From an optimization exercise on the open Yosys and OpenROAD flow, aimed at small area and a short achievable clock period; shortcuts taken in it are not production practice. Function was not checked in any run shown here: the RTL went through the layout flow alone. Power figures rest on the tool's default switching activity, not on a simulated workload.

<file path="design.v">
module ks_add #(parameter N = 25) (
	input  wire [N-1:0] a,
	input  wire [N-1:0] b,
	input  wire         cin,
	output wire [N-1:0] s,
	output wire         cout
);
	localparam L = $clog2(N);
	wire [N-1:0] p = a ^ b;
	wire [N-1:0] g [0:L];
	wire [N-1:0] q [0:L];
	assign g[0] = {(a[N-1:1] & b[N-1:1]), (a[0] & b[0]) | (p[0] & cin)};
	assign q[0] = p;
	genvar k, i;
	generate
		for (k = 0; k < L; k = k + 1) begin : lvl
			for (i = 0; i < N; i = i + 1) begin : bit_
				if (i >= (1 << k)) begin : comb
					assign g[k+1][i] = g[k][i] | (q[k][i] & g[k][i - (1 << k)]);
					assign q[k+1][i] = q[k][i] & q[k][i - (1 << k)];
				end else begin : pass
					assign g[k+1][i] = g[k][i];
					assign q[k+1][i] = q[k][i];
				end
			end
		end
	endgenerate
	assign s = p ^ {g[L][N-2:0], cin};
	assign cout = g[L][N-1];
endmodule
module lzc25(
	input  wire [24:0] v,
	output wire [4:0]  n
);
	wire [31:0] x = {v, 7'h7f};
	wire [15:0] z1;             
	wire [15:0] c1;             
	genvar i;
	generate
		for (i = 0; i < 16; i = i + 1) begin : l1
			assign z1[i] = ~(x[2*i+1] | x[2*i]);
			assign c1[i] = ~x[2*i+1];
		end
	endgenerate
	wire [7:0] z2;
	wire [1:0] c2 [0:7];
	generate
		for (i = 0; i < 8; i = i + 1) begin : l2
			assign z2[i] = z1[2*i+1] & z1[2*i];
			assign c2[i] = z1[2*i+1] ? {1'b1, c1[2*i]} : {1'b0, c1[2*i+1]};
		end
	endgenerate
	wire [3:0] z3;
	wire [2:0] c3 [0:3];
	generate
		for (i = 0; i < 4; i = i + 1) begin : l3
			assign z3[i] = z2[2*i+1] & z2[2*i];
			assign c3[i] = z2[2*i+1] ? {1'b1, c2[2*i]} : {1'b0, c2[2*i+1]};
		end
	endgenerate
	wire [1:0] z4;
	wire [3:0] c4 [0:1];
	generate
		for (i = 0; i < 2; i = i + 1) begin : l4
			assign z4[i] = z3[2*i+1] & z3[2*i];
			assign c4[i] = z3[2*i+1] ? {1'b1, c3[2*i]} : {1'b0, c3[2*i+1]};
		end
	endgenerate
	assign n = z4[1] ? {1'b1, c4[0]} : {1'b0, c4[1]};
endmodule
module float_addsub(
	input wire clk,
	input wire [31:0] v1,
	input wire [31:0] v2,
	input wire op,
	output wire [31:0] vres
);
	wire        s1 = v1[31];
	wire        s2 = v2[31] ^ op;
	wire [7:0]  e1 = v1[30:23];
	wire [7:0]  e2 = v2[30:23];
	wire        sub = s1 ^ s2;
	wire [30:0] bg = v1[30:0] & ~v2[30:0];
	wire [30:0] be = ~(v1[30:0] ^ v2[30:0]);
	function automatic [1:0] cmpc(input [1:0] hi, input [1:0] lo);  
		cmpc = {hi[1] | (hi[0] & lo[1]), hi[0] & lo[0]};
	endfunction
	function automatic [1:0] cmp8(input [7:0] g, input [7:0] e);
		reg [1:0] a0, a1, a2, a3, b0, b1;
		begin
			a0 = cmpc({g[1], e[1]}, {g[0], e[0]});
			a1 = cmpc({g[3], e[3]}, {g[2], e[2]});
			a2 = cmpc({g[5], e[5]}, {g[4], e[4]});
			a3 = cmpc({g[7], e[7]}, {g[6], e[6]});
			b0 = cmpc(a1, a0);
			b1 = cmpc(a3, a2);
			cmp8 = cmpc(b1, b0);
		end
	endfunction
	wire [1:0] ce  = cmp8(bg[30:23], be[30:23]);
	wire [1:0] cf2 = cmp8(bg[22:15], be[22:15]);
	wire [1:0] cf1 = cmp8(bg[14:7], be[14:7]);
	wire [1:0] cf0 = cmp8({bg[6:0], 1'b0}, {be[6:0], 1'b1});
	wire [1:0] cf  = cmpc(cf2, cmpc(cf1, cf0));
	wire        gt = ce[1] | (ce[0] & cf[1]);    
	wire        eq = ce[0] & cf[0];
	wire [7:0]  d12, d21;
	wire        c12, c21;
	ks_add #(8) ad12(.a(e1), .b(~e2), .cin(1'b1), .s(d12), .cout(c12));
	ks_add #(8) ad21(.a(e2), .b(~e1), .cin(1'b1), .s(d21), .cout(c21));
	wire [7:0]  d = c12 ? d12 : d21;         
	wire        ez = (e1 == 8'd0) | (e2 == 8'd0);      
	wire        bz = (e1 == 8'd0) & (e2 == 8'd0);      
	wire        far = ez | (d[7:5] != 3'd0) | (d[4:3] == 2'b11);
	reg         r1_s, r1_sub, r1_bz;
	reg  [7:0]  r1_e;
	reg  [22:0] r1_fb, r1_fs;
	reg  [4:0]  r1_sh;
	always @(posedge clk) begin
		r1_s    <= (gt ? s1 : s2) & ~(eq & sub);
		r1_sub  <= sub;
		r1_bz   <= bz;
		r1_e    <= ce[1] ? e1 : e2;
		r1_fb   <= gt ? v1[22:0] : v2[22:0];
		r1_fs   <= gt ? v2[22:0] : v1[22:0];
		r1_sh   <= far ? 5'd31 : d[4:0];
	end
	wire [23:0] t0 = r1_sh[0] ? {1'b0, 1'b1, r1_fs[22:1]} : {1'b1, r1_fs};
	wire [23:0] t1 = r1_sh[1] ? {2'b0, t0[23:2]} : t0;
	wire [23:0] t2 = r1_sh[2] ? {4'b0, t1[23:4]} : t1;
	wire [23:0] t3 = r1_sh[3] ? {8'b0, t2[23:8]} : t2;
	wire [23:0] t4 = r1_sh[4] ? {16'b0, t3[23:16]} : t3;
	reg         q_s, q_sub, q_hb;
	reg  [7:0]  q_e;
	reg  [22:0] q_fb;
	reg  [23:0] q_sm;
	always @(posedge clk) begin
		q_s    <= r1_s;
		q_sub  <= r1_sub;
		q_hb   <= ~r1_bz;                       
		q_e    <= r1_e + 8'd1;
		q_fb   <= r1_fb & {23{~r1_bz}};
		q_sm   <= t4 ^ {24{r1_sub}};
	end
	wire [24:0] sum;
	wire        cout_unused;
	ks_add #(25) addm(.a({1'b0, q_hb, q_fb}), .b({q_sub, q_sm}), .cin(q_sub), .s(sum), .cout(cout_unused));
	reg         r2_s;
	reg  [7:0]  r2_e;
	reg  [24:0] r2_r;
	always @(posedge clk) begin
		r2_s    <= q_s;
		r2_e    <= q_e;
		r2_r    <= sum;
	end
	wire [4:0] lz;
	lzc25 lzm(.v(r2_r), .n(lz));
	reg         r3_s;
	reg  [7:0]  r3_e;
	reg  [24:0] r3_r;
	reg  [4:0]  r3_lz;
	always @(posedge clk) begin
		r3_s    <= r2_s;
		r3_e    <= r2_e;
		r3_r    <= r2_r;
		r3_lz   <= lz;
	end
	wire [24:0] n0 = r3_lz[4] ? {r3_r[8:0], 16'b0} : r3_r;
	wire [24:0] n1 = r3_lz[3] ? {n0[16:0], 8'b0} : n0;
	wire [24:0] n2 = r3_lz[2] ? {n1[20:0], 4'b0} : n1;
	wire [24:0] n3 = r3_lz[1] ? {n2[22:0], 2'b0} : n2;
	wire [24:0] n4 = r3_lz[0] ? {n3[23:0], 1'b0} : n3;
	wire [7:0]  ne = (r3_lz == 5'd25) ? 8'd0 : r3_e - {3'b0, r3_lz};
	reg  [31:0] r4, r5, r6;
	always @(posedge clk) begin
		r4 <= {r3_s, ne, n4[23:1]};
		r5 <= r4;
		r6 <= r5;
	end
	assign vres = r6;
endmodule
</file>
<file path="flow/run.sh">
#!/bin/bash
set -euo pipefail
export BUFFER_PORTS_ARGS="-buffer_cell sky130_fd_sc_hd__buf_2"
bash standard.sh > standard_flow.log 2>&1
</file>
<file path="standard.sh">
#!/bin/bash
# synth_recipe.tcl (not shown) runs the flow's synth.tcl, then flattens the netlist and writes it again
# the make line also repeats each setting of config.mk as NAME=value (left out here)
make -C /OpenROAD-flow-scripts/flow DESIGN_CONFIG=/design/flow/config.mk WORK_HOME=/design/flow/orfs CLKGATE_MAP_FILE= SYNTH_SCRIPT=/design/flow/synth_recipe.tcl "${@:-finish}"
</file>
<file path="config.mk">
export PLATFORM = sky130hd
export DESIGN_NAME = float_addsub
export DESIGN_NICKNAME = float_addsub
export VERILOG_FILES = /design/flow/design.v
export SDC_FILE = /design/flow/constraint.sdc
export NUM_CORES = 4
export LEC_CHECK = 0
export CAP_MARGIN = 20
export CORE_MARGIN = 2
export CORE_UTILIZATION = 40
export CTS_BUF_LIST = sky130_fd_sc_hd__clkbuf_16
export CTS_CLUSTER_DIAMETER = 100
export CTS_CLUSTER_SIZE = 30
export SETUP_SLACK_MARGIN = 1.5
export SLEW_MARGIN = 20
</file>
<file path="constraint.sdc">
create_clock -name core_clock -period 4.0 [get_ports {clk}]
set_input_delay 0.8000 -clock core_clock [delete_from_list [all_inputs] [get_ports {clk}]]
set_output_delay 0.8000 -clock core_clock [all_outputs]
set_load 0.01 [all_outputs]
</file>
==> results of run 1 <==
-- sequential cells by signal, indices dropped and copies added (netlist names), 8 cells and up --
register and flops:
q_e 8, q_fb 23, q_sm 24, r1_e 8, r1_fb 23, r1_fs 23
r2_e 8, r2_r 25, r3_e 8, r3_r 24, r4 32, r5 32
r6 32
-- cell usage in the layout (no fill, tap or decap), drive strengths merged, types with 3 or more instances in the layout --
cell,count
dfxtp,288
buf,151
nand2,96
o21ai,75
a21oi,71
nor2,69
ha,68
inv,65
mux2i,55
nor2b,38
xor2,36
mux2,36
xnor2,30
a21o,22
nand3,19
clkbuf,18
a211oi,18
mux4,14
nor3,14
nand4,14
o22ai,10
nor4,10
a31oi,9
o21a,7
nand2b,6
and2,6
o21bai,6
a221oi,6
o211ai,5
and3,5
fa,5
clkinvlp,4
clkinv,4
and4,3
o41ai,3
-- stage by stage --
stage	setup slack [ns]	area (um2)	cells	power (mW)	util
2_1_floorplan	1.208	12160	1198	6.319	-
3_3_place_gp	0.6792	12940	1635	7.024	0.4365
3_5_place_dp	0.6105	12940	1635	7.075	0.4365
4_1_cts	1.453	13770	1677	8.791	0.4647
5_1_grt	1.386	14360	1702	9.493	0.4845
6_report	1.465	14360	1702	8.863	0.4845
-- worst min path at each step --
stage,end,slack [ns],startpoint,depth (start not counted)
global placement,r6[11],0.31,r5[11],0
detailed placement,r5[13],0.31,r4[13],0
finish,r5[11],0.33,r4[11],0
floorplan,q_s,0.31,r1_s,0
global route,r5[27],0.34,r4[27],0
CTS,r5[11],0.33,r4[11],0
-- logic make-up (layout without fill, tap and decap cells) --
| kind of cell | count (synthesis) | in the layout | synth area share |
|---|---|---|---|
| XOR/XNOR | 66 | 66 | 0.04806 |
| multiplexers | 105 | 105 | 0.1057 |
| flip-flops | 288 | 288 | 0.4794 |
| buffers and inverters | 128 | 242 | 0.04327 |
| AND/OR/NAND/NOR | 287 | 287 | 0.1148 |
| AO/OA/AOI/OAI | 251 | 251 | 0.1297 |
| adder cells (fa/ha/maj) | 73 | 73 | 0.07906 |
-- layer usage --
| metal | part of all wire | GRT usage | vias to the layer above |
|---|---|---|---|
| met5 | 0 | 0 | - |
| met4 | 0.036 | 0.04781 | 0 |
| met3 | 0.038 | 0.02207 | 48 |
| met2 | 0.47 | 0.2641 | 170 |
| met1 | 0.45 | 0.1851 | 3892 |
| li1 | - | - | 4369 |
-- worst max-delay path, stage by stage --
cell and delay [ns]:
buf_8 0.10, inv_4 0.05, ha_4 0.19, a21o_1 0.15
a21o_1 0.20, a21oi_4 0.23, a211oi_2 0.12, a2111oi_4 0.30
buf_6 0.20, buf_6 0.15, clkbuf_16 0.15, mux2_4 0.29
-- layout make-up --
| class | count | area share |
|---|---|---|
| inverters | 68 | 0.01995 |
| multi-input cells | 782 | 0.4329 |
| clock buffers | 15 | 0.02614 |
| well taps | 390 | 0.03398 |
| clock inverters | 5 | 0.003921 |
| flip-flops and latches | 288 | 0.4021 |
| repair buffers | 154 | 0.08103 |
-- timing repair --
action | CTS | global route
pin swaps | 17 | 30
setup endpoints to repair | 70 | 69
buffers inserted | 18 | 22
cloned | 4 | 3
resized for setup | 32 | 85
endpoints found under the hold margin | 0 | 0
-- power breakdown --
part | switching (mW) | internal, mW | total, mW
sequential | 0.460 | 3.87 | 4.33
clock | 0.894 | 0.707 | 1.60
combinational | 1.55 | 1.38 | 2.93
total | 2.90 | 5.96 | 8.86
==> reports/results.tsv, run 1 <==
stage	metric	value	unit
drt	wl	24530	um
critical_path	setup.worst_path.end	r1_fb[3]	
drt	vias	8479	
timing	rsz0062_at_grt	true	
critical_path	critical_path_class	input port to register	
timing	fmax	0.3945	GHz
clock_network	clkTransAtPathRegs	0.11	ns
layout	multi_input_area	6216	um2
critical_path	r2r_slack	1.51	ns
die	coreArea	29640	um2
yosys	netlist_instances	1198	
layout	fillers	2837	
yosys	yosysWarnings	4	
critical_path	r2r-end	r2_r[18]	
timing	whs	0.3305	ns
flow_run	drv_cap	0	
yosys	synth_edf_count	0	
clock_network	clk-insertion-delay-late	0.49	ns
clock_network	h-tree-depth	1	
yosys	async_reset_ff_frac	0	
critical_path	critPathRequiredTime	4.39	ns
yosys	synth_area	12030	um2
critical_path	r2r-start	q_sub	
place	io_buffer_count	97	
yosys	synth-seq-area-share	0.4794	
global_route	grt_pass1_vias	7937	
layout	area_growth	19.39	%
clock_network	cts.hold.buffers_added	0	
critical_path	critPathMaxFanout	5	
yosys	synthFlopType	dfxtp_1	
power_and_ir_drop	vdd_drop_max	0.0002807	V
clock_network	cts_buffers	14	
timing	setup_tns	0	ns
critical_path	timing.critical_path.from	v2[20]	
timing	period_minus_slack	2.535	ns
drt	ant_nets	0	
yosys	synth-seq-cells	288	
yosys	avgSynthCellArea	10.04	um2
drt	drt-initial-drc-count	288	
drt	vias_per_cell	4.982	
layout	drive_gt1_frac	0.2302	
die	pin_count	98	
critical_path	crit_arrival	2.93	ns
layout	seq_area	5774	um2
drt	remaining_drc_errors	0	
critical_path	crit_path_end_kind	register	
outcome	outcome	finished clean	
yosys	netlist-cell-type-count	63	
min_path	hold_path_class	register to register	
yosys	ys_top_cells_by_area	dfxtp_1, ha_1, mux2i_1	
critical_path	r2r_cells	12	
place	gp_congestion	0.8944	
layout	diodes	0	
yosys	synth_common_cells	dfxtp_1, nand2_1, a21oi_1, nor2_1, ha_1	
clock_network	clk_path_buf_depth	3	
clock_network	cts.sinks	288	
global_route	grt_max_degree	37	
timing	final_hold_viol_count	0	
power_and_ir_drop	leakage	6.287	nW
yosys	yosysTopAreaCellShare	0.4794	
drt	dr.pass1.iters	4	
timing	fin_crit_sh	0.6337	
power_and_ir_drop	powerDensity	617.2	nW/um2
critical_path	startpoint_type	input port	
timing	clock_skew	0.01151	ns
die	die_y	177.4	um
die	start_util	0.4058	
drt	wire_per_inst	14.41	um
die	die_area	31470	um2
place	hpwl	17440	um
layout	final_nets	1447	
yosys	synth_top_area_cell	dfxtp_1	
clock_network	root_buffer	clkbuf_16	
timing	timing.slew.headroom	0.3815	
yosys	synth_nets	1337	
timing	slew_violations	0	
global_route	antenna_found_initial	0	
timing	finalSetupViolations	0	
die	row_count	63	
yosys	post-synth-top-count-cell	dfxtp_1	
clock_network	cts_tree	done	
global_route	grt.overflow.total	0	
global_route	grt.total_usage	0.1490	
global_route	grt_pass1_wl	38600	um
timing	worst_pin_slew	0.9264	ns
die	die_x	177.4	um
==> run 2, diff against run 1 <==
--- a/design.v
+++ b/design.v
@@ -1,2 +1,29 @@
-module ks_add #(parameter N = 25) (
+module ks_sum #(parameter N = 25) (
+	input  wire [N-1:0] g,
+	input  wire [N-1:0] p,
+	input  wire         cin,
+	output wire [N-1:0] s
+);
+	localparam L = $clog2(N);
+	wire [N-1:0] gg [0:L];
+	wire [N-1:0] pp [0:L];
+	assign gg[0] = g;
+	assign pp[0] = p;
+	genvar k, i;
+	generate
+		for (k = 0; k < L; k = k + 1) begin : lvl
+			for (i = 0; i < N; i = i + 1) begin : bit_
+				if (i >= (1 << k)) begin : comb
+					assign gg[k+1][i] = gg[k][i] | (pp[k][i] & gg[k][i - (1 << k)]);
+					assign pp[k+1][i] = pp[k][i] & pp[k][i - (1 << k)];
+				end else begin : pass
+					assign gg[k+1][i] = gg[k][i];
+					assign pp[k+1][i] = pp[k][i];
+				end
+			end
+		end
+	endgenerate
+	assign s = p ^ {gg[L][N-2:0], cin};
+endmodule
+module ks_add #(parameter N = 8) (
 	input  wire [N-1:0] a,
@@ -114,5 +141,5 @@
 	wire        far = ez | (d[7:5] != 3'd0) | (d[4:3] == 2'b11);
-	reg         r1_s, r1_sub, r1_bz;
+	reg         r1_s, r1_sub, r1_bz, r1_gt;
 	reg  [7:0]  r1_e;
-	reg  [22:0] r1_fb, r1_fs;
+	reg  [22:0] r1_f1, r1_f2;
 	reg  [4:0]  r1_sh;
@@ -122,60 +149,78 @@
 		r1_bz   <= bz;
+		r1_gt   <= gt;
 		r1_e    <= ce[1] ? e1 : e2;
-		r1_fb   <= gt ? v1[22:0] : v2[22:0];
-		r1_fs   <= gt ? v2[22:0] : v1[22:0];
-		r1_sh   <= far ? 5'd31 : d[4:0];
-	end
-	wire [23:0] t0 = r1_sh[0] ? {1'b0, 1'b1, r1_fs[22:1]} : {1'b1, r1_fs};
-	wire [23:0] t1 = r1_sh[1] ? {2'b0, t0[23:2]} : t0;
-	wire [23:0] t2 = r1_sh[2] ? {4'b0, t1[23:4]} : t1;
-	wire [23:0] t3 = r1_sh[3] ? {8'b0, t2[23:8]} : t2;
-	wire [23:0] t4 = r1_sh[4] ? {16'b0, t3[23:16]} : t3;
-	reg         q_s, q_sub, q_hb;
-	reg  [7:0]  q_e;
-	reg  [22:0] q_fb;
-	reg  [23:0] q_sm;
-	always @(posedge clk) begin
-		q_s    <= r1_s;
-		q_sub  <= r1_sub;
-		q_hb   <= ~r1_bz;                       
-		q_e    <= r1_e + 8'd1;
-		q_fb   <= r1_fb & {23{~r1_bz}};
-		q_sm   <= t4 ^ {24{r1_sub}};
+		r1_f1   <= v1[22:0];
+		r1_f2   <= v2[22:0];
+		r1_sh   <= far ? 5'd31 : d[4:0];    
+	end
+	wire [22:0] fb = r1_gt ? r1_f1 : r1_f2;
+	wire [23:0] x0 = {1'b1, r1_gt ? r1_f2 : r1_f1};
+	wire [23:0] x1 = r1_sh[4] ? {16'b0, x0[23:16]} : x0;
+	wire [23:0] x2 = r1_sh[3] ? {8'b0, x1[23:8]} : x1;
+	reg         r2_s, r2_sub, r2_hb;
+	reg  [7:0]  r2_e;
+	reg  [22:0] r2_fb;
+	reg  [23:0] r2_x;
+	reg  [2:0]  r2_sh;
+	always @(posedge clk) begin
+		r2_s    <= r1_s;
+		r2_sub  <= r1_sub;
+		r2_hb   <= ~r1_bz;                       
+		r2_e    <= r1_e + 8'd1;
+		r2_fb   <= fb & {23{~r1_bz}};
+		r2_x    <= x2;
+		r2_sh   <= r1_sh[2:0];
+	end
+	wire [23:0] x3 = r2_sh[2] ? {4'b0, x2_r[23:4]} : x2_r;
+	wire [23:0] x2_r = r2_x;
+	wire [23:0] x4 = r2_sh[1] ? {2'b0, x3[23:2]} : x3;
+	wire [23:0] x5 = r2_sh[0] ? {1'b0, x4[23:1]} : x4;
+	wire [24:0] opa = {1'b0, r2_hb, r2_fb};
+	wire [24:0] opb = {r2_sub, x5 ^ {24{r2_sub}}};
+	wire [24:0] gen = {opa[24:1] & opb[24:1], (opa[0] & opb[0]) | ((opa[0] ^ opb[0]) & r2_sub)};
+	wire [24:0] pro = opa ^ opb;
+	reg         r3_s, r3_cin;
+	reg  [7:0]  r3_e;
+	reg  [24:0] r3_g, r3_p;
+	always @(posedge clk) begin
+		r3_s    <= r2_s;
+		r3_cin  <= r2_sub;
+		r3_e    <= r2_e;
+		r3_g    <= gen;
+		r3_p    <= pro;
 	end
 	wire [24:0] sum;
-	wire        cout_unused;
-	ks_add #(25) addm(.a({1'b0, q_hb, q_fb}), .b({q_sub, q_sm}), .cin(q_sub), .s(sum), .cout(cout_unused));
-	reg         r2_s;
-	reg  [7:0]  r2_e;
-	reg  [24:0] r2_r;
-	always @(posedge clk) begin
-		r2_s    <= q_s;
-		r2_e    <= q_e;
-		r2_r    <= sum;
+	ks_sum #(25) addm(.g(r3_g), .p(r3_p), .cin(r3_cin), .s(sum));
+	reg         r4_s;
+	reg  [7:0]  r4_e;
+	reg  [24:0] r4_r;
+	always @(posedge clk) begin
+		r4_s    <= r3_s;
+		r4_e    <= r3_e;
+		r4_r    <= sum;
 	end
 	wire [4:0] lz;
-	lzc25 lzm(.v(r2_r), .n(lz));
-	reg         r3_s;
-	reg  [7:0]  r3_e;
-	reg  [24:0] r3_r;
-	reg  [4:0]  r3_lz;
-	always @(posedge clk) begin
-		r3_s    <= r2_s;
-		r3_e    <= r2_e;
-		r3_r    <= r2_r;
-		r3_lz   <= lz;
-	end
-	wire [24:0] n0 = r3_lz[4] ? {r3_r[8:0], 16'b0} : r3_r;
-	wire [24:0] n1 = r3_lz[3] ? {n0[16:0], 8'b0} : n0;
-	wire [24:0] n2 = r3_lz[2] ? {n1[20:0], 4'b0} : n1;
-	wire [24:0] n3 = r3_lz[1] ? {n2[22:0], 2'b0} : n2;
-	wire [24:0] n4 = r3_lz[0] ? {n3[23:0], 1'b0} : n3;
-	wire [7:0]  ne = (r3_lz == 5'd25) ? 8'd0 : r3_e - {3'b0, r3_lz};
-	reg  [31:0] r4, r5, r6;
-	always @(posedge clk) begin
-		r4 <= {r3_s, ne, n4[23:1]};
-		r5 <= r4;
-		r6 <= r5;
-	end
-	assign vres = r6;
-endmodule
+	lzc25 lzm(.v(r4_r), .n(lz));
+	reg         r5_s;
+	reg  [7:0]  r5_e;
+	reg  [24:0] r5_r;
+	reg  [4:0]  r5_lz;
+	always @(posedge clk) begin
+		r5_s    <= r4_s;
+		r5_e    <= r4_e;
+		r5_r    <= r4_r;
+		r5_lz   <= lz;
+	end
+	wire [24:0] n0 = r5_lz[4] ? {r5_r[8:0], 16'b0} : r5_r;
+	wire [24:0] n1 = r5_lz[3] ? {n0[16:0], 8'b0} : n0;
+	wire [24:0] n2 = r5_lz[2] ? {n1[20:0], 4'b0} : n1;
+	wire [24:0] n3 = r5_lz[1] ? {n2[22:0], 2'b0} : n2;
+	wire [24:0] n4 = r5_lz[0] ? {n3[23:0], 1'b0} : n3;
+	wire [7:0]  ne = (r5_lz == 5'd25) ? 8'd0 : r5_e - {3'b0, r5_lz};
+	reg  [31:0] r6, r7;
+	always @(posedge clk) begin
+		r6 <= {r5_s, ne, n4[23:1]};
+		r7 <= r6;
+	end
+	assign vres = r7;
+endmodule
--- a/config.mk
+++ b/config.mk
@@ -13,3 +13,3 @@
 export CTS_CLUSTER_SIZE = 30
-export SETUP_SLACK_MARGIN = 1.5
+export SETUP_SLACK_MARGIN = 2.2
 export SLEW_MARGIN = 20
==> reports/results.tsv, run 2 <==
stage	metric	value	unit	change
timing	setup_tns	0	ns	unchanged
drt	dr.pass1.iters	4		unchanged
clock_network	clk-insertion-delay-late	0.49	ns	about the same
place	hpwl	20060	um	+15%
clock_network	clk_path_buf_depth	3		unchanged
power_and_ir_drop	p_total	9.350	mW	+5.5%
critical_path	slowest_stage	fa_2		
timing	period_minus_slack	2.614	ns	+0.07978 ns
min_path	hold_path_class	register to register		
critical_path	critPathRequiredTime	4.37	ns	-0.02 ns
global_route	busiest_layer	met2		
die	die_area	33150	um2	+5.3%
die	coreArea	31390	um2	+5.9%
critical_path	crit_chain	buf_8, inv_4, ha_4, fa_2, o21ai_4, a21oi_4, mux2_4, a211o_1, a2111oi_4, buf_4, o2111ai_2		
drt	drt-initial-drc-count	377		+31%
yosys	yosysWarnings	4		unchanged
drt	remaining_drc_errors	0		unchanged
timing	timing.slew.headroom	0.3722		-0.009389
critical_path	startpoint_type	input port		
drt	ant_nets	0		unchanged
yosys	yosysTopAreaCellShare	0.5019		+0.02252
clock_network	cts.sinks	318		+10%
die	die_y	182.1	um	+2.6%
layout	most-common-layout-cells	dfxtp_1, mux2i_1, nor2_1		
critical_path	r2r_cells	8		-4
timing	worst_pin_slew	0.9405	ns	+0.01406 ns
timing	slew_violations	0		unchanged
layout	final_common_cell	dfxtp_1		
yosys	avgSynthCellArea	10.61	um2	+5.6%
timing	fin_crit_sh	0.6536		+0.01994
layout	utilization	0.5000		+0.01553
layout	area_growth	23.75	%	
yosys	synth_top_area_cell	dfxtp_1		
yosys	synth-seq-area-share	0.5019		+0.02252
die	start_util	0.4041		-0.001752
yosys	synth_common_cells	dfxtp_1, mux2i_1, nor2_1, nand2_1, ha_1		
critical_path	critical_path_class	input port to register		
layout	reg_top3	r6 (32), r7 (32), r4_r (25)		
global_route	use_met2	0.2867		+0.02267
power_and_ir_drop	leakage	6.511	nW	+3.6%
clock_network	cts.hold.buffers_added	0		unchanged
yosys	async_reset_ff_frac	0		unchanged
critical_path	crit_path_end_kind	register		
timing	clock_skew	0.01322	ns	+0.001704 ns
place	io_buffer_count	97		unchanged
power_and_ir_drop	powerDensity	595.6	nW/um2	-3.5%
die	pin_count	98		unchanged
yosys	synth_area	12680	um2	+5.5%
flow_run	drv_cap	0		unchanged
critical_path	r2r-start	r3_p[9]		
layout	final_nets	1471		+1.7%
place	dpl_cell_area	14040	um2	+8.5%
global_route	grt.overflow.total	0		unchanged
global_route	grt_use_met1	0.1995		+0.01435
drt	vias_per_cell	4.994		+0.25%
yosys	synth_nets	1334		-0.22%
global_route	antenna_found_initial	1		+1
min_path	min_from	r1_sh[2]		
critical_path	crit_arrival	2.99	ns	+0.06 ns
clock_network	h-tree-depth	1		unchanged
min_path	min_path_cells	0		unchanged
layout	drive_gt1_frac	0.2894		+0.05917
place	gp_congestion	0.8511		-4.8%
yosys	ys_top_cells_by_area	dfxtp_1, mux2i_1, ha_1		
place	pre_cts_slack	0.6158	ns	+0.005357 ns
layout	final_cell_area	15700	um2	+9.3%
outcome	outcome	finished clean		
drt	wire_per_inst	15.53	um	+7.8%
global_route	globalRouteMet3Util	0.01696		-0.005102
critical_path	critPathMaxFanout	5		unchanged
critical_path	slowest_delay	0.42	ns	+0.12 ns
clock_network	root_buffer	clkbuf_16		
die	row_count	65		+3.2%
drt	vias	8670		+2.3%
layout	diodes	0		unchanged
clock_network	cts_tree	done		
yosys	synth-seq-cells	318		+10%
yosys	post-synth-top-count-cell	dfxtp_1		
clock_network	cts_buffers	14		unchanged
drt	wl	26960	um	+9.9%
timing	final_hold_viol_count	0		unchanged
timing	finalSetupViolations	0		unchanged
critical_path	timing.critical_path.from	v1[23]		
critical_path	r2r_slack	2.12	ns	+0.61 ns
die	die_x	182.1	um	+2.6%
global_route	grt_max_degree	37		unchanged
yosys	synthFlopType	dfxtp_1		
yosys	netlist-cell-type-count	67		+6.3%
yosys	synth_edf_count	0		unchanged
power_and_ir_drop	vdd_drop_max	0.0002506	V	-11%
global_route	grt_pass1_wl	42300	um	+9.6%
clock_network	clkTransAtPathRegs	0.11	ns	about the same
global_route	grt.total_usage	0.1572		+0.008246
timing	rsz0062_at_grt	true		
yosys	netlist_instances	1196		-0.17%
global_route	grt_pass1_vias	8395		+5.8%
timing	setup_ws	1.386	ns	-0.07978 ns
timing	fmax	0.3825	GHz	-3.1%
[run 2: cell types whose count changed after synthesis, sizes merged, moves of 11 or more]
cell   previous run  this run
buf              23        11
dfxtp           288       318
mux2             36        11
mux2i            55       106
nand2            96        78
nor2             69        92
nor2b            38        27
o21ai            75        49
xnor2            30        51
xor2             36        15
[run 2: cell families after synthesis]
| family | count (synthesis) | share of synthesized area |
|---|---|---|
| xor+xnor | 66 | 0.04557 |
| fa+ha+maj | 72 | 0.07280 |
| flops | 318 | 0.5019 |
| simple gates | 279 | 0.1017 |
| compound gates | 212 | 0.1085 |
| buf+inv | 108 | 0.03295 |
| mux | 141 | 0.1366 |
[run 2: metal layers]
layer,vias to the layer above,wire [um]
li1,4413,-
met4,0,548
met1,4064,12160
met5,-,0
met2,159,13370
met3,34,879
[run 2: timing repair]
action                     in CTS  in global routing
gates resized for setup        87                110
pin swaps                      35                 64
setup endpoints to repair     114                 67
gates cloned                    2                  3
buffers inserted               30                 23
[run 2: layout make-up]
class                           instances  area, um2
Clock buffer                           15      375.4
Inverter                               62      287.8
Multi-Input combinational cell        770       6817
Clock inverter                          2      16.27
Timing Repair Buffer                  166       1275
Sequential cell                       318       6416
Timing Repair inverter                  1      7.507
Fill cell                            2848      15700
Tap cell                              402      503.0
[run 2: stage by stage]
stage               std cells  hold WS (ns)
global route             1736        0.3326
global placement         1661        0.3096
floorplan                1196        0.3096
CTS                      1710        0.3243
finish                   1736        0.3249
detailed placement       1661        0.3121
[run 2: final timing paths]
path,end
setup / recovery,r1_sh[1]
setup reg to reg,r4_r[22]
hold reg to reg,r2_sh[2]
hold / removal,r2_sh[2]
[run 2: power by group]
| group | leakage (nW) | switching (mW) | internal, mW |
|---|---|---|---|
| Combinational | 3.64 | 1.49 | 1.53 |
| Clock | 0.195 | 0.908 | 0.686 |
| Sequential | 2.67 | 0.625 | 4.11 |
| Total | 6.51 | 3.02 | 6.33 |
[run 2: critical path: cells and delay by family]
| family | cells | cell delay [ns] |
|---|---|---|
| multiplexers | 1 | 0.31 |
| adder cells (fa/ha/maj) | 2 | 0.58 |
| buffers and inverters | 3 | 0.30 |
| AO/OA/AOI/OAI | 5 | 1.00 |
==> run 3, diff against run 2 <==
--- a/config.mk
+++ b/config.mk
@@ -13,3 +13,3 @@
 export CTS_CLUSTER_SIZE = 30
-export SETUP_SLACK_MARGIN = 2.2
+export SETUP_SLACK_MARGIN = 1.9
 export SLEW_MARGIN = 20
==> reports/results.tsv, run 3 <==
stage	metric	value	unit	change
clock_network	root_buffer	clkbuf_16		
min_path	hold_path_class	register to register		
die	pin_count	98		unchanged
critical_path	crit_chain	buf_12, inv_6, ha_4, fa_2, o21ai_4, a21oi_4, mux2_4, a211o_1, a2111oi_4, o2111ai_1		
critical_path	slowest_stage	a2111oi_4		
global_route	antenna_found_initial	0		-1
die	die_area	33150	um2	unchanged
power_and_ir_drop	comb_power_share	0.293		-0.031
global_route	grt.overflow.total	0		unchanged
global_route	grt_pass1_vias	8032		-4.3%
layout	multi_input_area	6469	um2	-5.1%
drt	remaining_drc_errors	0		unchanged
critical_path	slowest_delay	0.49	ns	+0.07 ns
clock_network	clk_path_buf_depth	3		unchanged
layout	drive_gt1_frac	0.2145		-0.07490
yosys	synth_common_cells	dfxtp_1, mux2i_1, nor2_1, nand2_1, ha_1		
layout	fillers	2929		+2.8%
timing	final_hold_viol_count	0		unchanged
die	start_util	0.4041		unchanged
timing	clock_skew	0.01330	ns	+0.00008250 ns
layout	diodes	0		unchanged
yosys	netlist_instances	1196		unchanged
layout	area_growth	16.87	%	
global_route	grt.total_usage	0.1460		-0.01123
timing	period_minus_slack	2.693	ns	+0.07866 ns
yosys	yosysWarnings	4		unchanged
timing	worst_pin_slew	0.9938	ns	+0.05336 ns
timing	slew_violations	0		unchanged
yosys	synth_edf_count	0		unchanged
yosys	synth-seq-area-share	0.5019		unchanged
power_and_ir_drop	p_int	6.119	mW	-3.3%
power_and_ir_drop	powerDensity	605.1	nW/um2	+1.6%
layout	most-common-layout-cells	dfxtp_1, mux2i_1, nor2_1		
timing	timing.slew.headroom	0.3365		-0.03562
critical_path	critPathMaxFanout	5		unchanged
critical_path	crit_path_end_kind	register		
clock_network	clkTransAtPathRegs	0.11	ns	about the same
timing	rsz0062_at_grt	true		
die	die_y	182.1	um	unchanged
yosys	post-synth-top-count-cell	dfxtp_1		
critical_path	cpLargestDelayFamily	compound AO/OA/AOI/OAI gates		
clock_network	h-tree-depth	1		unchanged
timing	finalSetupViolations	0		unchanged
layout	seq_area	6375	um2	-0.64%
critical_path	worst-path-buf-inv	2		-1
yosys	synthFlopType	dfxtp_1		
drt	vias	8238		-5.0%
place	io_buffer_count	97		unchanged
outcome	outcome	finished clean		
power_and_ir_drop	p_sw_frac	0.3179		-0.005629
power_and_ir_drop	vdd_drop_max	0.0002942	V	+17%
critical_path	crit_cells	10		-1
place	hpwl	18930	um	-5.6%
power_and_ir_drop	leakage	6.208	nW	-4.7%
critical_path	startpoint_type	input port		
timing	fin_crit_sh	0.6733		+0.01967
global_route	grt_pass1_wl	40190	um	-5.0%
drt	vias_per_cell	4.877		-2.3%
place	gp_congestion	0.8910		+4.7%
die	die_x	182.1	um	unchanged
critical_path	critical_path_class	input port to register		
drt	dr.pass1.iters	4		unchanged
layout	final_common_cell	dfxtp_1		
clock_network	cts_tree	done		
clock_network	cts.sinks	318		unchanged
yosys	synth_area	12680	um2	unchanged
yosys	ys_top_cells_by_area	dfxtp_1, mux2i_1, ha_1		
clock_network	cts.hold.buffers_added	0		unchanged
timing	fmax	0.3713	GHz	-2.9%
drt	ant_nets	0		unchanged
drt	wl	24370	um	-9.6%
global_route	grt_max_degree	33		-11%
yosys	synth-seq-cells	318		unchanged
yosys	synth_nets	1334		unchanged
layout	reg_top3	r6 (32), r7 (32), r4_r (25)		
clock_network	cts_buffers	14		unchanged
flow_run	drv_cap	0		unchanged
drt	wire_per_inst	14.43	um	-7.1%
die	coreArea	31390	um2	unchanged
critical_path	crit_arrival	3.04	ns	+0.05 ns
clock_network	clk-insertion-delay-late	0.49	ns	about the same
yosys	synth_top_area_cell	dfxtp_1		
power_and_ir_drop	pwr-share-seq	0.522		+0.016
layout	final_nets	1423		-3.3%
critical_path	critPathRequiredTime	4.35	ns	-0.02 ns
yosys	avgSynthCellArea	10.61	um2	unchanged
power_and_ir_drop	p_sw	2.851	mW	-5.7%
drt	drt-initial-drc-count	396		+5.0%
power_and_ir_drop	p_total	8.970	mW	-4.1%
yosys	async_reset_ff_frac	0		unchanged
timing	setup_tns	0	ns	unchanged
yosys	yosysTopAreaCellShare	0.5019		unchanged
power_and_ir_drop	clkPwrFrac	0.185		+0.015
die	row_count	65		unchanged
min_path	min_path_cells	0		unchanged
critical_path	r2r_cells	3		-5
yosys	netlist-cell-type-count	67		unchanged
run 3: changes by cell type in the layout (fill, tap and decap cells not counted), moves of 7 or more:
cell,previous run,this run
o21ai_0,27,35
dfxtp_4,10,0
mux2i_1,97,105
a21oi_2,13,5
a21oi_1,48,56
buf_4,52,19
buf_6,19,10
dfxtp_1,298,311
ha_1,37,44
run 3: layout make-up:
class,instances,area share
clock inverters,3,0.002870
well taps,402,0.03393
multi-input cells,770,0.4364
clock buffers,15,0.02532
repair inverters,1,0.0003376
repair buffers,118,0.05233
inverters,62,0.01882
flip-flops and latches,318,0.4300
run 3: power groups by stage:
| stage | Combinational (mW) | Clock (mW) | Sequential [mW] |
|---|---|---|---|
| floorplan | 1.90 | 0 | 4.60 |
| global placement | 2.49 | 0 | 4.73 |
| detailed placement | 2.50 | 0 | 4.75 |
| CTS | 2.57 | 1.73 | 4.68 |
| global route | 2.97 | 1.85 | 4.79 |
| finish | 2.63 | 1.66 | 4.68 |
run 3: metal layers:
layer	vias up	track usage	routed length, um
met3	29	0.01936	893
met5	-	0	0
li1	4324	-	-
met2	160	0.2588	11720
met1	3725	0.1881	11270
met4	0	0.03710	488
run 3: worst paths after layout:
kind         startpoint  endpoint  slack (ns)
max              v1[23]  r1_sh[1]        1.31
min            r1_sh[0]  r2_sh[0]        0.32
min reg2reg    r1_sh[0]  r2_sh[0]        0.32
max reg2reg       r1_gt  r2_x[15]        1.94
run 3: per-stage QoR:
| step | setup slack [ns] | instance area, um2 | util | hold slack, ns | std cells |
|---|---|---|---|---|---|
| after global placement | 0.6744 | 13930 | 0.4438 | 0.3109 | 1659 |
| final | 1.307 | 14820 | 0.4722 | 0.3197 | 1689 |
| after global routing | 1.256 | 14820 | 0.4722 | 0.3372 | 1689 |
| after CTS | 1.321 | 14530 | 0.4627 | 0.3309 | 1683 |
| after floorplan | 1.065 | 13080 | - | 0.3096 | 1196 |
| after detailed placement | 0.6512 | 13930 | 0.4438 | 0.3121 | 1659 |
run 3: worst register-to-register path, delay by kind of cell (launching register included):
| kind | cells | cell delay, ns |
|---|---|---|
| flip-flops | 1 | 0.92 |
| buffers and inverters | 1 | 0.45 |
| multiplexers | 1 | 0.41 |
| AO/OA/AOI/OAI | 1 | 0.14 |
run 3: kinds of logic after synthesis:
group | synth area share
xor+xnor | 0.04557
compound gates | 0.1085
simple gates | 0.1017
mux | 0.1366
buf+inv | 0.03295
fa+ha+maj | 0.07280
flops | 0.5019
run 3: what timing repair did:
item                                    in CTS  in global routing
cloned                                       0                  2
gates resized for setup                     31                 66
buffers inserted                             6                  4
hold endpoints to repair                     0                  0
endpoints found under the setup margin      50                 35
pin swaps                                   12                 25
==> run 4, diff against run 3 <==
--- a/design.v
+++ b/design.v
@@ -140,7 +140,6 @@
 	wire        bz = (e1 == 8'd0) & (e2 == 8'd0);      
-	wire        far = ez | (d[7:5] != 3'd0) | (d[4:3] == 2'b11);
-	reg         r1_s, r1_sub, r1_bz, r1_gt;
+	reg         r1_s, r1_sub, r1_bz, r1_gt, r1_ez;
 	reg  [7:0]  r1_e;
 	reg  [22:0] r1_f1, r1_f2;
-	reg  [4:0]  r1_sh;
+	reg  [7:0]  r1_d;
 	always @(posedge clk) begin
@@ -153,8 +152,11 @@
 		r1_f2   <= v2[22:0];
-		r1_sh   <= far ? 5'd31 : d[4:0];    
-	end
+		r1_ez   <= ez;
+		r1_d    <= d;
+	end
+	wire        far = r1_ez | (r1_d[7:5] != 3'd0) | (r1_d[4:3] == 2'b11);
+	wire [4:0]  sh = far ? 5'd31 : r1_d[4:0];
 	wire [22:0] fb = r1_gt ? r1_f1 : r1_f2;
 	wire [23:0] x0 = {1'b1, r1_gt ? r1_f2 : r1_f1};
-	wire [23:0] x1 = r1_sh[4] ? {16'b0, x0[23:16]} : x0;
-	wire [23:0] x2 = r1_sh[3] ? {8'b0, x1[23:8]} : x1;
+	wire [23:0] x1 = sh[4] ? {16'b0, x0[23:16]} : x0;
+	wire [23:0] x2 = sh[3] ? {8'b0, x1[23:8]} : x1;
 	reg         r2_s, r2_sub, r2_hb;
@@ -171,3 +173,3 @@
 		r2_x    <= x2;
-		r2_sh   <= r1_sh[2:0];
+		r2_sh   <= sh[2:0];
 	end
==> reports/results.tsv, run 4 <==
stage	metric	value	unit	change
power_and_ir_drop	vdd_drop_max	0.0002751	V	-6.5%
layout	final_common_cell	dfxtp_1		
critical_path	r2r-start	r1_d[6]		
global_route	grt_max_degree	36		+9.1%
critical_path	critical_path_class	input port to register		
clock_network	cts_tree	done		
clock_network	root_buffer	clkbuf_16		
place	post-place-cells	1684		+1.5%
yosys	synth-seq-cells	322		+1.3%
yosys	synth_top_area_cell	dfxtp_1		
clock_network	clk_path_buf_depth	3		unchanged
clock_network	clkTransAtPathRegs	0.11	ns	about the same
min_path	hold_path_class	register to register		
power_and_ir_drop	p_sw	2.938	mW	+3.0%
layout	drive_gt1_frac	0.1852		-0.02921
timing	setup_tns	0	ns	unchanged
layout	seq_area	6462	um2	+1.4%
yosys	netlist_instances	1217		+1.8%
layout	multi_input_area	6005	um2	-7.2%
place	gp_congestion	0.8167		-8.3%
layout	diodes	0		unchanged
die	die_area	33000	um2	-0.46%
power_and_ir_drop	pwr-share-seq	0.522		about the same
power_and_ir_drop	p_sw_frac	0.3214		+0.003562
power_and_ir_drop	clkPwrFrac	0.182		-0.003
drt	dr.pass1.iters	5		+1
die	coreArea	31310	um2	-0.26%
drt	wl	24180	um	-0.75%
global_route	antenna_found_initial	0		unchanged
timing	clock_skew	0.01366	ns	+0.0003564 ns
yosys	netlist-cell-type-count	59		-12%
layout	final_cell_area	14530	um2	-2.0%
clock_network	h-tree-depth	1		unchanged
critical_path	startpoint_type	input port		
timing	final_hold_viol_count	0		unchanged
place	io_buffer_count	97		unchanged
timing	rsz0062_at_grt	true		
layout	most-common-layout-cells	dfxtp_1, nor2_1, mux2i_1		
power_and_ir_drop	comb_power_share	0.296		+0.003
timing	worst_pin_slew	0.9393	ns	-0.05459 ns
place	hpwl	18570	um	-1.9%
yosys	synth_area	12620	um2	-0.47%
timing	fmax	0.4589	GHz	+24%
layout	fillers	2987		+2.0%
die	die_x	181.7	um	-0.23%
drt	wire_per_inst	13.98	um	-3.1%
die	pin_count	98		unchanged
outcome	outcome	finished clean		
critical_path	cpLargestDelayFamily	compound AO/OA/AOI/OAI gates		
min_path	min_to	r5_e[3]		
global_route	grt_pass1_vias	8148		+1.4%
timing	timing.slew.headroom	0.3730		+0.03644
die	row_count	65		unchanged
layout	reg_top3	r6 (32), r7 (32), r4_r (25)		
global_route	grt.overflow.total	0		unchanged
min_path	min_from	r4_e[3]		
timing	period_minus_slack	2.179	ns	-0.5142 ns
critical_path	slowest_delay	0.33	ns	-0.16 ns
critical_path	critPathRequiredTime	4.42	ns	+0.07 ns
layout	final_nets	1464		+2.9%
yosys	avgSynthCellArea	10.37	um2	-2.2%
power_and_ir_drop	p_int	6.203	mW	+1.4%
critical_path	crit_arrival	2.60	ns	-0.44 ns
power_and_ir_drop	powerDensity	629.3	nW/um2	+4.0%
yosys	post-synth-top-count-cell	dfxtp_1		
yosys	ys_top_cells_by_area	dfxtp_1, mux2i_1, ha_1		
timing	fin_crit_sh	0.5447		-0.1286
critical_path	r2r_slack	2.02	ns	+0.08 ns
flow_run	drv_cap	0		unchanged
yosys	synthFlopType	dfxtp_1		
yosys	async_reset_ff_frac	0		unchanged
clock_network	clk-insertion-delay-late	0.49	ns	about the same
layout	finalNonFillerCells	1730		+2.4%
drt	remaining_drc_errors	0		unchanged
critical_path	crit_chain	buf_6, inv_6, ha_4, and2_4, and3_4, a21oi_4, mux2_4, a211o_1, a31oi_1, xnor2_1		
critical_path	worst-path-buf-inv	2		unchanged
clock_network	cts_buffers	14		unchanged
yosys	synth_common_cells	dfxtp_1, nor2_1, mux2i_1, nand2_1, a21oi_1		
global_route	grt.total_usage	0.1449		-0.001057
critical_path	slowest_stage	mux2_4		
yosys	synth_edf_count	0		unchanged
clock_network	cts.sinks	322		+1.3%
critical_path	r2r_cells	6		+3
drt	ant_nets	0		unchanged
timing	slew_violations	0		unchanged
power_and_ir_drop	p_total	9.141	mW	+1.9%
yosys	synth_nets	1355		+1.6%
timing	finalSetupViolations	0		unchanged
critical_path	r2r-end	r2_x[7]		
layout	area_growth	15.05	%	
drt	vias	8420		+2.2%
critical_path	crit_path_end_kind	register		
place	dpl_cell_area	13650	um2	-2.1%
global_route	grt_pass1_wl	39790	um	-1.0%
yosys	yosysWarnings	4		unchanged
clock_network	cts.hold.buffers_added	0		unchanged
power_and_ir_drop	leakage	6.340	nW	+2.1%
layout	utilization	0.4639		-0.008324
drt	drt-initial-drc-count	370		-6.6%
yosys	yosysTopAreaCellShare	0.5106		+0.008730
min_path	min_path_cells	0		unchanged
die	die_y	181.7	um	-0.23%
die	start_util	0.4032		-0.0008686
yosys	synth-seq-area-share	0.5106		+0.008730
critical_path	critPathMaxFanout	5		unchanged
drt	vias_per_cell	4.867		-0.21%
## run 4: worst max-delay path by stage
stage,from,to,depth (start not counted)
6_report,v1[28],r1_d[7],10
5_1_grt,v1[28],r1_d[7],10
4_1_cts,v1[23],r1_d[7],10
3_5_place_dp,v1[28],r1_d[7],10
3_3_place_gp,v1[28],r1_d[7],10
2_1_floorplan,v2[28],r1_d[7],8
## run 4: cells by family after synthesis
kind of cell	synth area share
xor gates and xnor gates	0.04509
buffers and inverters	0.03419
adders and majority gates	0.07314
DFF	0.5106
and+or+nand+nor	0.1049
muxes	0.1233
AOI/OAI and AO/OA	0.1088
## run 4: repair_timing
item / in CTS / in global routing
resized for setup: 36 / 33
buffers inserted: 14 / 12
cloned: 0 / 2
setup endpoints to repair: 57 / 63
pin swaps: 11 / 18
## run 4: layout make-up
cell class,instances,share of cell area
Sequential cell,322,0.4449
Multi-Input combinational cell,784,0.4134
Timing Repair Buffer,135,0.05866
Tap cell,402,0.03463
Clock buffer,15,0.02584
Inverter,68,0.01955
Clock inverter,3,0.002670
Timing Repair inverter,1,0.0003446
## run 4: stage by stage
stage	hold WS, ns	setup WS, ns
after floorplan	0.3096	1.405
after global placement	0.3116	1.127
after detailed placement	0.3121	1.105
after CTS	0.3337	1.831
after global routing	0.3428	1.765
final	0.3327	1.821
## run 4: per-layer routing
layer | wire [um] | up-vias | global-route usage
met5 | 0 | - | 0
met4 | 620 | 0 | 0.04423
met3 | 696 | 30 | 0.01604
met2 | 11560 | 157 | 0.2589
met1 | 11300 | 3817 | 0.1839
li1 | - | 4416 | -
## run 4: power groups by stage
stage,clock [mW],sequential [mW],combinational [mW]
global route,1.85,4.89,3.06
global placement,0,4.83,2.59
CTS,1.73,4.77,2.67
floorplan,0,4.69,1.98
finish,1.66,4.77,2.71
detailed placement,0,4.85,2.61
==> run 5, diff against run 4 <==
--- a/config.mk
+++ b/config.mk
@@ -13,3 +13,3 @@
 export CTS_CLUSTER_SIZE = 30
-export SETUP_SLACK_MARGIN = 1.9
+export SETUP_SLACK_MARGIN = 2.1
 export SLEW_MARGIN = 20
==> reports/results.tsv, run 5 <==
stage	metric	value	unit	change
outcome	outcome	finished clean		
global_route	grt_max_degree	33		-8.3%
yosys	netlist-cell-type-count	59		unchanged
critical_path	crit_chain	buf_4, ha_4, and2_4, and3_4, a21oi_4, mux2_4, a211o_1, a31oi_1, xnor2_1		
die	die_x	181.7	um	unchanged
yosys	synth_top_area_cell	dfxtp_1		
layout	diodes	0		unchanged
die	die_area	33000	um2	unchanged
clock_network	clkTransAtPathRegs	0.11	ns	about the same
global_route	antenna_found_initial	0		unchanged
place	gp_congestion	0.8411		+3.0%
drt	wl	25310	um	+4.7%
yosys	yosysWarnings	4		unchanged
timing	worst_pin_slew	0.9268	ns	-0.01242 ns
layout	seq_area	6477	um2	+0.23%
layout	final_nets	1488		+1.6%
yosys	synthFlopType	dfxtp_1		
flow_run	drv_cap	0		unchanged
timing	timing.slew.headroom	0.3813		+0.008288
critical_path	slowest_stage	mux2_4		
global_route	grt.overflow.total	0		unchanged
clock_network	cts.hold.buffers_added	0		unchanged
timing	fin_crit_sh	0.5471		+0.002410
yosys	synth_edf_count	0		unchanged
global_route	grt_pass1_vias	8240		+1.1%
yosys	yosysTopAreaCellShare	0.5106		unchanged
critical_path	cpLargestDelayFamily	compound AO/OA/AOI/OAI gates		
clock_network	clk_path_buf_depth	3		unchanged
die	row_count	65		unchanged
critical_path	critPathMaxFanout	4		-1
clock_network	root_buffer	clkbuf_16		
drt	wire_per_inst	14.44	um	+3.3%
drt	ant_nets	0		unchanged
timing	finalSetupViolations	0		unchanged
timing	final_hold_viol_count	0		unchanged
drt	dr.pass1.iters	5		unchanged
critical_path	startpoint_type	input port		
clock_network	h-tree-depth	1		unchanged
critical_path	critPathRequiredTime	4.43	ns	about the same
min_path	hold_path_class	register to register		
drt	vias_per_cell	4.844		-0.47%
global_route	grt.total_usage	0.1491		+0.004131
timing	setup_tns	0	ns	unchanged
layout	multi_input_area	6242	um2	+4.0%
power_and_ir_drop	powerDensity	618.8	nW/um2	-1.7%
layout	reg_top3	r6 (32), r7 (32), r4_r (25)		
timing	slew_violations	0		unchanged
yosys	synth_common_cells	dfxtp_1, nor2_1, mux2i_1, nand2_1, a21oi_1		
timing	clock_skew	0.01030	ns	-0.003357 ns
power_and_ir_drop	vdd_drop_max	0.0002523	V	-8.3%
clock_network	clk-insertion-delay-late	0.49	ns	about the same
clock_network	cts_buffers	14		unchanged
layout	drive_gt1_frac	0.2317		+0.04644
die	die_y	181.7	um	unchanged
timing	whs	0.3356	ns	+0.002948 ns
critical_path	crit_arrival	2.62	ns	+0.02 ns
critical_path	critical_path_class	input port to register		
clock_network	cts_tree	done		
critical_path	slowest_delay	0.33	ns	about the same
yosys	post-synth-top-count-cell	dfxtp_1		
yosys	ys_top_cells_by_area	dfxtp_1, mux2i_1, ha_1		
place	io_buffer_count	97		unchanged
die	start_util	0.4032		unchanged
power_and_ir_drop	leakage	6.511	nW	+2.7%
timing	rsz0062_at_grt	true		
yosys	async_reset_ff_frac	0		unchanged
drt	remaining_drc_errors	0		unchanged
layout	most-common-layout-cells	dfxtp_1, nor2_1, mux2i_1		
yosys	synth_nets	1355		unchanged
drt	drt-initial-drc-count	329		-11%
critical_path	crit_path_end_kind	register		
timing	fmax	0.4569	GHz	-0.44%
die	pin_count	98		unchanged
timing	period_minus_slack	2.189	ns	+0.009640 ns
layout	final_common_cell	dfxtp_1		
global_route	grt_pass1_wl	40640	um	+2.1%
die	coreArea	31310	um2	unchanged
yosys	synth_area	12620	um2	unchanged
yosys	avgSynthCellArea	10.37	um2	unchanged
layout	area_growth	19.33	%	
yosys	synth-seq-cells	322		unchanged
yosys	netlist_instances	1217		unchanged
place	hpwl	18680	um	+0.56%
clock_network	cts.sinks	322		unchanged
drt	vias	8492		+0.86%
yosys	synth-seq-area-share	0.5106		unchanged
critical_path	worst-path-buf-inv	1		-1
layout	fillers	2887		-3.3%
==> run 5: cell counts after synthesis <==
No cell type changed its count.
==> run 5: cell families after synthesis <==
group | share of synthesized area
AO/OA/AOI/OAI | 0.1088
XOR/XNOR | 0.04509
adder cells (fa/ha/maj) | 0.07314
buffers and inverters | 0.03419
flip-flops | 0.5106
multiplexers | 0.1233
AND/OR/NAND/NOR | 0.1049
==> run 5: what timing repair did <==
action                                  in CTS  in global routing
gates resized for setup                     92                 56
buffers inserted                            23                 27
cloned                                       2                  1
endpoints found under the setup margin      96                 88
pin swaps                                   38                 31
hold endpoints to repair                     0                  0
==> run 5: area by class of cell <==
class,count,area share
timing repair buffer,159,0.07650
inverter,68,0.01952
sequential,322,0.4300
tap,402,0.03339
timing repair inverter,1,0.0004983
clock buffer,15,0.02492
multi-input combinational,784,0.4144
clock inverter,2,0.0008306
==> run 5: where the power goes <==
group          switching (mW)  leakage (nW)  internal (mW)
combinational            1.50          3.62           1.42
clock                   0.913         0.189          0.682
sequential              0.630          2.71           4.17
==> run 5: worst paths after layout <==
check	from	endpoint	slack, ns	cells past startpoint
worst min register to register	r2_e[5]	r3_e[5]	0.34	0
worst min-delay path	r2_e[5]	r3_e[5]	0.34	0
worst max-delay path	v2[28]	r1_d[7]	1.81	9
worst max register to register	r2_sh[2]	r3_p[13]	2.12	7
==> run 5: per-stage QoR <==
stage	worst slack [ns]	power [mW]	util	instances	instance area, um2
after CTS	1.805	9.259	0.4679	1725	14650
after global placement	1.119	7.427	0.4361	1683	13650
final	1.811	9.321	0.4811	1753	15060
after global routing	1.764	9.947	0.4811	1753	15060
after floorplan	1.405	6.689	-	1217	12790
after detailed placement	1.087	7.479	0.4361	1683	13650
==> run 5: layer usage <==
metal / vias up / routed length, um / GRT usage / share of wire
met2: 144 / 12550 / 0.2772 / 0.50
met5: - / 0 / 0 / 0
met3: 31 / 783 / 0.01845 / 0.031
met1: 3862 / 11510 / 0.1832 / 0.45
li1: 4455 / - / - / -
met4: 0 / 468 / 0.03415 / 0.018
==> run 6, diff against run 5 <==
--- a/design.v
+++ b/design.v
@@ -137,3 +137,2 @@
 	ks_add #(8) ad21(.a(e2), .b(~e1), .cin(1'b1), .s(d21), .cout(c21));
-	wire [7:0]  d = c12 ? d12 : d21;         
 	wire        ez = (e1 == 8'd0) | (e2 == 8'd0);      
@@ -143,3 +142,4 @@
 	reg  [22:0] r1_f1, r1_f2;
-	reg  [7:0]  r1_d;
+	reg  [7:0]  r1_d12, r1_d21;
+	reg         r1_c12;
 	always @(posedge clk) begin
@@ -153,6 +153,9 @@
 		r1_ez   <= ez;
-		r1_d    <= d;
-	end
-	wire        far = r1_ez | (r1_d[7:5] != 3'd0) | (r1_d[4:3] == 2'b11);
-	wire [4:0]  sh = far ? 5'd31 : r1_d[4:0];
+		r1_d12  <= d12;                     
+		r1_d21  <= d21;                     
+		r1_c12  <= c12;                     
+	end
+	wire [7:0]  d = r1_c12 ? r1_d12 : r1_d21;         
+	wire        far = r1_ez | (d[7:5] != 3'd0) | (d[4:3] == 2'b11);
+	wire [4:0]  sh = far ? 5'd31 : d[4:0];
 	wire [22:0] fb = r1_gt ? r1_f1 : r1_f2;
--- a/config.mk
+++ b/config.mk
@@ -13,3 +13,3 @@
 export CTS_CLUSTER_SIZE = 30
-export SETUP_SLACK_MARGIN = 2.1
+export SETUP_SLACK_MARGIN = 1.9
 export SLEW_MARGIN = 20
==> reports/results.tsv, run 6 <==
stage	metric	value	unit	change
min_path	min_to	r5_e[7]		
timing	setup_tns	0	ns	unchanged
drt	highest_layer	met4		
yosys	yosys.area_share.adder	0.07154		-0.001602
critical_path	crit_arrival	2.57	ns	-0.05 ns
critical_path	r2r_slack	1.82	ns	-0.30 ns
layout	drive_gt1_frac	0.1714		-0.06025
timing	final_hold_viol_count	0		unchanged
clock_network	cts_tree	done		
yosys	synth_top_family_by_area	multiplexers		
yosys	yosys.area_share.simple	0.1053		+0.0004171
critical_path	crit_path_end_kind	register		
power_and_ir_drop	vdd_drop_max	0.0002873	V	+14%
flow_run	drv_cap	0		unchanged
yosys	post-synth-top-count-cell	dfxtp_1		
clock_network	h-tree-depth	1		unchanged
critical_path	slowest_delay	0.47	ns	+0.14 ns
critical_path	critical_path_class	register to register		
yosys	netlist_instances	1238		+1.7%
critical_path	cpMostUsedCell	or3_4		
timing	timing.slew.headroom	0.3520		-0.02924
clock_network	clk-insertion-delay-late	0.49	ns	about the same
layout	final_common_cell	dfxtp_1		
clock_network	clk_path_buf_depth	3		unchanged
die	die_x	183.6	um	+1.1%
yosys	synth_top_area_cell	dfxtp_1		
yosys	synth_common_cells	dfxtp_1, nor2_1, mux2i_1, nand2_1, ha_1		
layout	diodes	0		unchanged
critical_path	startpoint_type	register		
timing	slew_violations	0		unchanged
yosys	synth-seq-cells	330		+2.5%
yosys	synth_edf_count	0		unchanged
yosys	synth.area.mux_share	0.1260		+0.002727
timing	worst_pin_slew	0.9706	ns	+0.04380 ns
drt	dr.pass1.iters	5		unchanged
yosys	synth_xor_area_frac	0.04750		+0.002405
timing	finalSetupViolations	0		unchanged
critical_path	critPathRequiredTime	4.39	ns	-0.04 ns
global_route	grt.total_usage	0.1526		+0.003493
clock_network	clkTransAtPathRegs	0.11	ns	about the same
die	die_area	33720	um2	+2.2%
place	pre_cts_slack	1.448	ns	+0.3612 ns
critical_path	r2r-end	r2_x[5]		
drt	detail_route.wirelength.met1	11430	um	-0.65%
yosys	netlist-cell-type-count	59		unchanged
yosys	avgSynthCellArea	10.43	um2	+0.51%
outcome	outcome	finished clean		
timing	period_minus_slack	2.179	ns	-0.009530 ns
global_route	antenna_found_initial	0		unchanged
critical_path	r2r-start	r1_d21[5]		
yosys	synthFlopType	dfxtp_1		
layout	multi_input_area	6078	um2	-2.6%
layout	utilization	0.4623		-0.01879
critical_path	r2r_cells	8		+1
critical_path	crit_chain	or3_4, or3_4, a21oi_4, buf_12, buf_16, mux4_2, nand2_1, o21ai_1		
yosys	synth_nets	1376		+1.5%
drt	wire_per_inst	14.86	um	+2.9%
global_route	grt_pass1_vias	8484		+3.0%
drt	wl_met2	12700	um	+1.2%
timing	clock_skew	0.02338	ns	+0.01308 ns
layout	area_growth	13.32	%	
die	pin_count	98		unchanged
critical_path	critPathMaxFanout	2		-2
global_route	grt_max_degree	37		+12%
critical_path	cpLargestDelayFamily	simple AND/OR/NAND/NOR gates		
timing	rsz0062_at_grt	true		
yosys	ys_top_cells_by_area	dfxtp_1, mux2i_1, ha_1		
drt	vias_per_cell	4.937		+1.9%
layout	most-common-layout-cells	dfxtp_1, nor2_1, mux2i_1		
layout	finalNonFillerCells	1732		-1.2%
place	io_buffer_count	97		unchanged
min_path	min_path_cells	0		unchanged
critical_path	worst-path-buf-inv	2		+1
timing	fin_crit_sh	0.5448		-0.002382
die	coreArea	31640	um2	+1.0%
clock_network	cts_buffers	15		+1
drt	wl	25740	um	+1.7%
yosys	yosysWarnings	4		unchanged
place	hpwl	20180	um	+8.0%
layout	fillers	2987		+3.5%
global_route	grt_pass1_wl	41900	um	+3.1%
min_path	hold_path_class	register to register		
place	gp_congestion	0.8728		+3.8%
place	post-place-cells	1702		+1.1%
timing	fmax	0.4589	GHz	+0.44%
clock_network	cts.sinks	330		+2.5%
die	start_util	0.4080		+0.004792
drt	ant_nets	0		unchanged
layout	reg_top3	r6 (32), r7 (32), r4_r (25)		
drt	routed-wl-met3	847	um	+8.2%
yosys	synth-seq-area-share	0.5118		+0.001222
yosys	async_reset_ff_frac	0		unchanged
drt	remaining_drc_errors	0		unchanged
power_and_ir_drop	p_total	9.255	mW	-0.71%
die	row_count	65		unchanged
yosys	yosysTopAreaCellShare	0.5118		+0.001222
clock_network	root_buffer	clkbuf_16		
power_and_ir_drop	leakage	6.438	nW	-1.1%
power_and_ir_drop	powerDensity	632.8	nW/um2	+2.3%
layout	final_nets	1468		-1.3%
global_route	grt.overflow.total	0		unchanged
drt	vias	8551		+0.69%
timing	setup_ws	1.821	ns	+0.009530 ns
yosys	synth_area	12910	um2	+2.2%
drt	drt-initial-drc-count	400		+22%
layout	seq_area	6620	um2	+2.2%
critical_path	slowest_stage	mux4_2		
min_path	min_from	r4_e[7]		
die	die_y	183.6	um	+1.1%
critical_path	crit_cells	8		-1
yosys	synth_compound_area_frac	0.1039		-0.004904
run 6: cell types whose count changed in the layout (fill, tap and decap cells not counted), moves of 10 or more:
cell,delta
ha_4,-11
dfxtp_1,+14
a21oi_2,-10
buf_2,+17
ha_1,+12
buf_6,-17
nand2_1,+11
buf_4,-38
o21ai_0,+14
run 6: cells by family after synthesis:
logic type                 count (synthesis)
adders and majority gates                 72
xor gates and xnor gates                  70
muxes                                    136
AOI/OAI and AO/OA                        217
buffers and inverters                    112
and+or+nand+nor                          301
DFF                                      330
run 6: metrics by stage:
step	area (um2)	hold WS, ns
after CTS	14460	0.3244
after global routing	14630	0.3384
after global placement	13920	0.3124
final	14630	0.3247
after floorplan	13070	0.3096
after detailed placement	13930	0.3121
run 6: layer usage:
metal  track usage  vias up
met4       0.05216        0
met2        0.2756      164
met5             0        -
met1        0.1872     3918
met3       0.01882       45
li1              -     4424
run 6: timing repair:
item / CTS / global route
endpoints found under the setup margin: 72 / 33
resized for setup: 28 / 25
buffers inserted: 4 / 8
pin swaps: 1 / 8
gates cloned: 1 / 0
hold buffers: 0 / 0
run 6: report_power, final:
part	switching (mW)	total, mW	internal [mW]
clock network	0.957	1.66	0.701
registers	0.647	4.90	4.25
logic	1.42	2.70	1.28
run 6: final cells by class:
type                    instances  area share
clock buffers                  15     0.02566
inverters                      68     0.01916
clock inverters                 2    0.002139
multi-input cells             796      0.4156
well taps                     402     0.03439
repair buffers                119     0.05047
flip-flops and latches        330      0.4526
run 6: how the worst max path moves through the flow:
stage / from / end / slack, ns
3_5_place_dp: v1[29] / r1_s / 1.45
2_1_floorplan: v2[24] / r1_d12[7] / 1.90
3_3_place_gp: v1[29] / r1_s / 1.49
5_1_grt: r1_d21[5] / r2_x[5] / 1.77
6_report: r1_d21[5] / r2_x[5] / 1.82
4_1_cts: r1_d21[5] / r2_x[5] / 1.82
run 6: worst register-to-register path: stages (launching register included):
cell and delay (ns):
dfxtp_2 0.32, or3_4 0.38, or3_4 0.35, a21oi_4 0.20, buf_12 0.14, buf_16 0.10, mux4_2 0.48, nand2_1 0.08
o21ai_1 0.05

[re-timing with driven ports]
In the flow no input, the clock included, has a driving cell. The finished layouts below were timed again as built, in two steps. Step 1 (the two cells are an assumption about what drives the block):
set clk [get_ports {clk}]
set_driving_cell -lib_cell sky130_fd_sc_hd__clkbuf_16 $clk
set_driving_cell -lib_cell sky130_fd_sc_hd__buf_2 [delete_from_list [all_inputs] $clk]
Step 2 moves the port delays by t, midway between the first and last clock arrival at a register: inputs arrive t later, outputs are due t later. That takes back most of the time a late clock gives input paths. Three values: no drivers, after step 1, after step 2; two values: the first two.
run | shift t [ns] | setup slack, ns | worst setup path at the end
run 1 | 0.531 | 1.465 / 1.472 / 0.941 | input to register
run 2 | 0.535 | 1.386 / 1.378 / 0.843 | input to register
run 3 | 0.537 | 1.307 / 1.292 / 0.755 | input to register
run 4 | 0.534 | 1.821 / 1.829 / 1.295 | input to register
run 5 | 0.536 | 1.811 / 1.811 / 1.275 | input to register
run 6 | 0.536 | 1.821 / 1.821 / 1.496 | input to register
After both steps every run listed still meets setup and hold. The setup slack of run 3, which loses most, moves by -0.015 ns with the drivers and by -0.552 ns with both steps.
